Background: an optimization exercise with open tools, aiming at small area. Do not read the settings as production practice. Function was checked by simulation only, so behaviour that the tests miss may differ from the original. Power figures rest on the tool's default switching activity, not on a simulated workload.

main:
// VGA
module VGA(
    input clk,
    input rst,
    input [7:0] ax,
    input [7:0] ay,
    input [7:0] az,
    output [2:0] pixel,
    output hsync_out,
    output vsync_out
);
==> flow/config.mk <==
export PLATFORM = sky130hd
export DESIGN_NAME = VGA
export DESIGN_NICKNAME = VGA
export VERILOG_FILES = /design/flow/design.v
export SDC_FILE = /design/flow/constraint.sdc
export NUM_CORES = 4
export LEC_CHECK = 0
export CAP_MARGIN = 20
export CORE_MARGIN = 2
export CORE_UTILIZATION = 70
export CTS_BUF_LIST = sky130_fd_sc_hd__clkbuf_8
export PLACE_DENSITY = 0.85
export SLEW_MARGIN = 20
==> flow/constraint.sdc <==
create_clock -name core_clock -period 160.0 [get_ports {clk}]
set_input_delay 32.0000 -clock core_clock [delete_from_list [all_inputs] [get_ports {clk}]]
set_output_delay 32.0000 -clock core_clock [all_outputs]
set_load 0.01 [all_outputs]
standard.sh (not shown) runs the stock make flow with config.mk's settings and CLKGATE_MAP_FILE= SYNTH_SCRIPT=/design/flow/synth_recipe.tcl, a recipe that flattens the netlist after the stock synthesis.
==> flow/flow/run.sh <==
#!/bin/bash
# Standard synthesis, then an area-oriented re-mapping of the combinational logic
# (registers untouched): rounds of ABC &deepsyn + amap with four seeds each, each round
# starting from the best netlist so far; then the standard layout steps.
set -euo pipefail
W=$PWD
R=$W/orfs/results/$FLOW_PLATFORM/VGA/base
LIB=$FLOW_HOME/platforms/$FLOW_PLATFORM/lib/sky130_fd_sc_hd__tt_025C_1v80.lib
YOSYS=$FLOW_HOME/../tools/install/yosys/bin/yosys
[ -x "$YOSYS" ] || YOSYS=yosys
T=${REMAP_SECONDS:-200}
ROUNDS=${REMAP_ROUNDS:-4}

bash standard.sh synth > $W/1_standard_synth.log 2>&1
cp $R/1_2_yosys.v $W/1_2_yosys_standard.v

DU="-dont_use *probe* -dont_use *lpflow* -dont_use *clkbuf* -dont_use *clkinv* -dont_use *dly* -dont_use *_bleeder*"
round() {
  local in=$1 r=$2
  python3 $W/flow/libmodels.py $LIB $in $W/cells_$r.v > $W/1_libmodels_$r.log 2>&1
  grep -v blackbox $W/cells_$r.v > $W/cells_map_$r.v
  local n=${r#r}; [ $n -le 2 ] && n=0 || n=$((n - 2))
  for s in 1 2 3 4; do remap $in $r $(( (n * 4 + s) % 100 )) & done
  wait
}
# remap uses cells_map_<round>.v through its second argument's round prefix
remap() {
  local in=$1 r=$2 s=$3 tag=$2_$3
  sed -e "s/{T}/$T/" -e "s/{S}/$s/" $W/flow/abc_area.script > $W/abc_$tag.script
  $YOSYS -p "read_liberty -lib $LIB; read_verilog $in; hierarchy -top $FLOW_TOP; \
    techmap -map $W/cells_map_$r.v; proc; opt_expr; techmap; opt -fast; opt_clean; \
    read_liberty -lib -ignore_redef $LIB; abc -liberty $LIB $DU -script $W/abc_$tag.script; opt_clean -purge; \
    hilomap -singleton -hicell sky130_fd_sc_hd__conb_1 HI -locell sky130_fd_sc_hd__conb_1 LO; \
    insbuf -buf sky130_fd_sc_hd__buf_1 A X; splitnets; opt_clean -purge; \
    tee -o $W/remap_stat_$tag.txt stat -liberty $LIB; check -assert; \
    write_verilog -noattr -nohex -nodec $W/1_2_yosys_remapped_$tag.v" > $W/1_remap_$tag.log 2>&1
}
best=""; bestA=""
pick() {
  for f in $W/remap_stat_$1_*.txt; do
    local tag=${f#$W/remap_stat_}; tag=${tag%.txt}
    [ -f $W/1_2_yosys_remapped_$tag.v ] || continue
    local A=$(awk '/Chip area/ {print $NF}' $f)
    echo "$tag area $A" >> $W/1_remap_summary.log
    if [ -z "$bestA" ] || awk "BEGIN{exit !($A < $bestA)}"; then best=$tag; bestA=$A; fi
  done
}
# round N: four seeds from the best netlist so far; keep the best overall
cur=$W/1_2_yosys_standard.v
for n in $(seq 1 $ROUNDS); do
  round $cur r$n
  pick r$n
  cur=$W/1_2_yosys_remapped_$best.v
done
echo "best $best area $bestA" >> $W/1_remap_summary.log
cp $cur $R/1_2_yosys.v
rm -f $R/1_synth.odb $R/1_synth.sdc

bash standard.sh finish "BUFFER_PORTS_ARGS=-buffer_cell sky130_fd_sc_hd__buf_1" > $W/2_standard_layout.log 2>&1
Other scripts of this flow, unchanged in this note and not shown: flow/flow/abc_area.script, flow/flow/libmodels.py
Input changes introduced in the feature branch (baseline for comparison: main):
- a deleted CTS_BUF_LIST that had been sky130_fd_sc_hd__clkbuf_8
-- flow/flow/run.sh --
<<< main, line 2
# Standard synthesis, then an area-oriented re-mapping of the combinational logic
# (registers untouched): rounds of ABC &deepsyn + amap with four seeds each, each round
# starting from the best netlist so far; then the standard layout steps.
set -euo pipefail
>>> the feature branch, line 2
# Standard synthesis, then an area-oriented re-mapping of the combinational logic
# (registers untouched): two rounds of ABC &deepsyn + amap, best of four seeds each,
# the second round starting from the first round's best; then the standard layout steps.
set -euo pipefail
<<< main, line 10
[ -x "$YOSYS" ] || YOSYS=yosys
T=${REMAP_SECONDS:-200}
ROUNDS=${REMAP_ROUNDS:-4}

>>> the feature branch, line 10
[ -x "$YOSYS" ] || YOSYS=yosys
T=${REMAP_SECONDS:-300}

<<< main, line 21
  grep -v blackbox $W/cells_$r.v > $W/cells_map_$r.v
  local n=${r#r}; [ $n -le 2 ] && n=0 || n=$((n - 2))
  for s in 1 2 3 4; do remap $in $r $(( (n * 4 + s) % 100 )) & done
  wait
>>> the feature branch, line 20
  grep -v blackbox $W/cells_$r.v > $W/cells_map_$r.v
  for s in 1 2 3 4; do remap $in $r $s & done
  wait
<<< main, line 47
}
# round N: four seeds from the best netlist so far; keep the best overall
cur=$W/1_2_yosys_standard.v
for n in $(seq 1 $ROUNDS); do
  round $cur r$n
  pick r$n
  cur=$W/1_2_yosys_remapped_$best.v
done
echo "best $best area $bestA" >> $W/1_remap_summary.log
cp $cur $R/1_2_yosys.v
rm -f $R/1_synth.odb $R/1_synth.sdc
>>> the feature branch, line 45
}
round $W/1_2_yosys_standard.v r1
pick r1
cp $W/1_2_yosys_remapped_$best.v $W/1_2_yosys_round1.v
round $W/1_2_yosys_round1.v r2
pick r2
echo "best $best area $bestA" >> $W/1_remap_summary.log
cp $W/1_2_yosys_remapped_$best.v $R/1_2_yosys.v
rm -f $R/1_synth.odb $R/1_synth.sdc
Taking main as the reference point, the fraction of power consumed by the clock network of the feature branch falls by 4.1 points. Summary of the feature branch over main: final layout net count +1.1%; wire length of the first global-routing pass decreased by about 7.5% relative to the old numbers. Going from main to the feature branch, register-to-register slack held steady, routed wire length shrank by 160 µm. The feature branch: total chip power lower than main.

VGA, a different RTL version from the one above (not shown whole).
Size in the first run: about 370 cells after synthesis.
==> flow/config.mk <==
export PLATFORM = sky130hd
export DESIGN_NAME = VGA
export DESIGN_NICKNAME = VGA
export VERILOG_FILES = /design/flow/design.v
export SDC_FILE = /design/flow/constraint.sdc
export NUM_CORES = 4
export LEC_CHECK = 0
export CAP_MARGIN = 20
export CORE_MARGIN = 2
export CORE_UTILIZATION = 70
export CTS_BUF_LIST = sky130_fd_sc_hd__clkbuf_8
export PLACE_DENSITY = 0.85
export SLEW_MARGIN = 20
==> flow/constraint.sdc <==
create_clock -name core_clock -period 160.0 [get_ports {clk}]
set_input_delay 32.0000 -clock core_clock [delete_from_list [all_inputs] [get_ports {clk}]]
set_output_delay 32.0000 -clock core_clock [all_outputs]
set_load 0.01 [all_outputs]
==> flow/flow/run.sh <==
#!/bin/bash
# Standard synthesis, then an area-oriented re-mapping of the combinational logic
# (registers untouched): rounds of ABC &deepsyn + amap with four seeds each, each round
# starting from the best netlist so far; then the standard layout steps.
set -euo pipefail
W=$PWD
R=$W/orfs/results/$FLOW_PLATFORM/VGA/base
LIB=$FLOW_HOME/platforms/$FLOW_PLATFORM/lib/sky130_fd_sc_hd__tt_025C_1v80.lib
YOSYS=$FLOW_HOME/../tools/install/yosys/bin/yosys
[ -x "$YOSYS" ] || YOSYS=yosys
T=${REMAP_SECONDS:-200}
ROUNDS=${REMAP_ROUNDS:-6}

bash standard.sh synth > $W/1_standard_synth.log 2>&1
cp $R/1_2_yosys.v $W/1_2_yosys_standard.v

DU="-dont_use *probe* -dont_use *lpflow* -dont_use *clkbuf* -dont_use *clkinv* -dont_use *dly* -dont_use *_bleeder*"
round() {
  local in=$1 r=$2
  python3 $W/flow/libmodels.py $LIB $in $W/cells_$r.v > $W/1_libmodels_$r.log 2>&1
  grep -v blackbox $W/cells_$r.v > $W/cells_map_$r.v
  local n=${r#r}; [ $n -le 2 ] && n=0 || n=$((n - 2))
  for s in 1 2 3 4; do remap $in $r $(( (n * 4 + s) % 100 )) & done
  wait
}
# remap uses cells_map_<round>.v through its second argument's round prefix
remap() {
  local in=$1 r=$2 s=$3 tag=$2_$3
  sed -e "s/{T}/$T/" -e "s/{S}/$s/" $W/flow/abc_area.script > $W/abc_$tag.script
  $YOSYS -p "read_liberty -lib $LIB; read_verilog $in; hierarchy -top $FLOW_TOP; \
    techmap -map $W/cells_map_$r.v; proc; opt_expr; techmap; opt -fast; opt_clean; \
    read_liberty -lib -ignore_redef $LIB; abc -liberty $LIB $DU -script $W/abc_$tag.script; opt_clean -purge; \
    hilomap -singleton -hicell sky130_fd_sc_hd__conb_1 HI -locell sky130_fd_sc_hd__conb_1 LO; \
    insbuf -buf sky130_fd_sc_hd__buf_1 A X; splitnets; opt_clean -purge; \
    tee -o $W/remap_stat_$tag.txt stat -liberty $LIB; check -assert; \
    write_verilog -noattr -nohex -nodec $W/1_2_yosys_remapped_$tag.v" > $W/1_remap_$tag.log 2>&1
}
best=""; bestA=""
pick() {
  for f in $W/remap_stat_$1_*.txt; do
    local tag=${f#$W/remap_stat_}; tag=${tag%.txt}
    [ -f $W/1_2_yosys_remapped_$tag.v ] || continue
    local A=$(awk '/Chip area/ {print $NF}' $f)
    echo "$tag area $A" >> $W/1_remap_summary.log
    if [ -z "$bestA" ] || awk "BEGIN{exit !($A < $bestA)}"; then best=$tag; bestA=$A; fi
  done
}
# round N: four seeds from the best netlist so far; keep the best overall
cur=$W/1_2_yosys_standard.v
for n in $(seq 1 $ROUNDS); do
  round $cur r$n
  pick r$n
  cur=$W/1_2_yosys_remapped_$best.v
done
echo "best $best area $bestA" >> $W/1_remap_summary.log
cp $cur $R/1_2_yosys.v
rm -f $R/1_synth.odb $R/1_synth.sdc

bash standard.sh finish "BUFFER_PORTS_ARGS=-buffer_cell sky130_fd_sc_hd__buf_1" > $W/2_standard_layout.log 2>&1
Other scripts of this flow, unchanged in this note and not shown: flow/flow/abc_area.script, flow/flow/libmodels.py
The starting point went through all stages and came out clean.
Then changed:
--- a/flow/flow/run.sh
+++ b/flow/flow/run.sh
@@ -12 +12 @@
-ROUNDS=${REMAP_ROUNDS:-6}
+ROUNDS=${REMAP_ROUNDS:-4}
Worst setup slack is better by 450 ps.
Routed wire length shrinks by 0.56%.
Design area barely changes.
Die area hardly moves.
Core utilization hardly moves.
Sequential power rises by 18%.
Via count rose by 3.4%.
Global-route usage came out higher by 0.15 points.

-- separate check: timing with driven ports --
The results above use ideal ports. As a check the final layouts listed here were re-extracted and re-timed, cells and wires unchanged.
Step 1, drivers: a clkbuf_16 drives clk and a buf_2 each remaining input, both assumed.
Step 2 also shifts input and output timing later by t, the mid clock arrival at the registers, as if the neighbouring blocks saw the same clock.
Three values: no drivers, after step 1, after step 2; two values: the first two.
run	t (ns)	setup WS [ns]	worst setup path at the end	clock arrival spread, ns
main	0.290	123.558 / 123.562 / 123.271	input to register	0.004 / 0.003
the feature branch	0.327	123.627 / 123.627 / 123.300	input to register	0.003 / 0.002
the first run of note 2	0.284	123.384 / 123.388 / 123.103	input to register	0.003 / 0.003
the second run of note 2	0.290	123.839 / 123.841 / 123.551	input to register	0.004 / 0.004
After both steps every run listed still meets setup and hold. The setup slack of the feature branch, which loses most, moves by 0.000 ns with the drivers and by -0.327 ns with both steps.
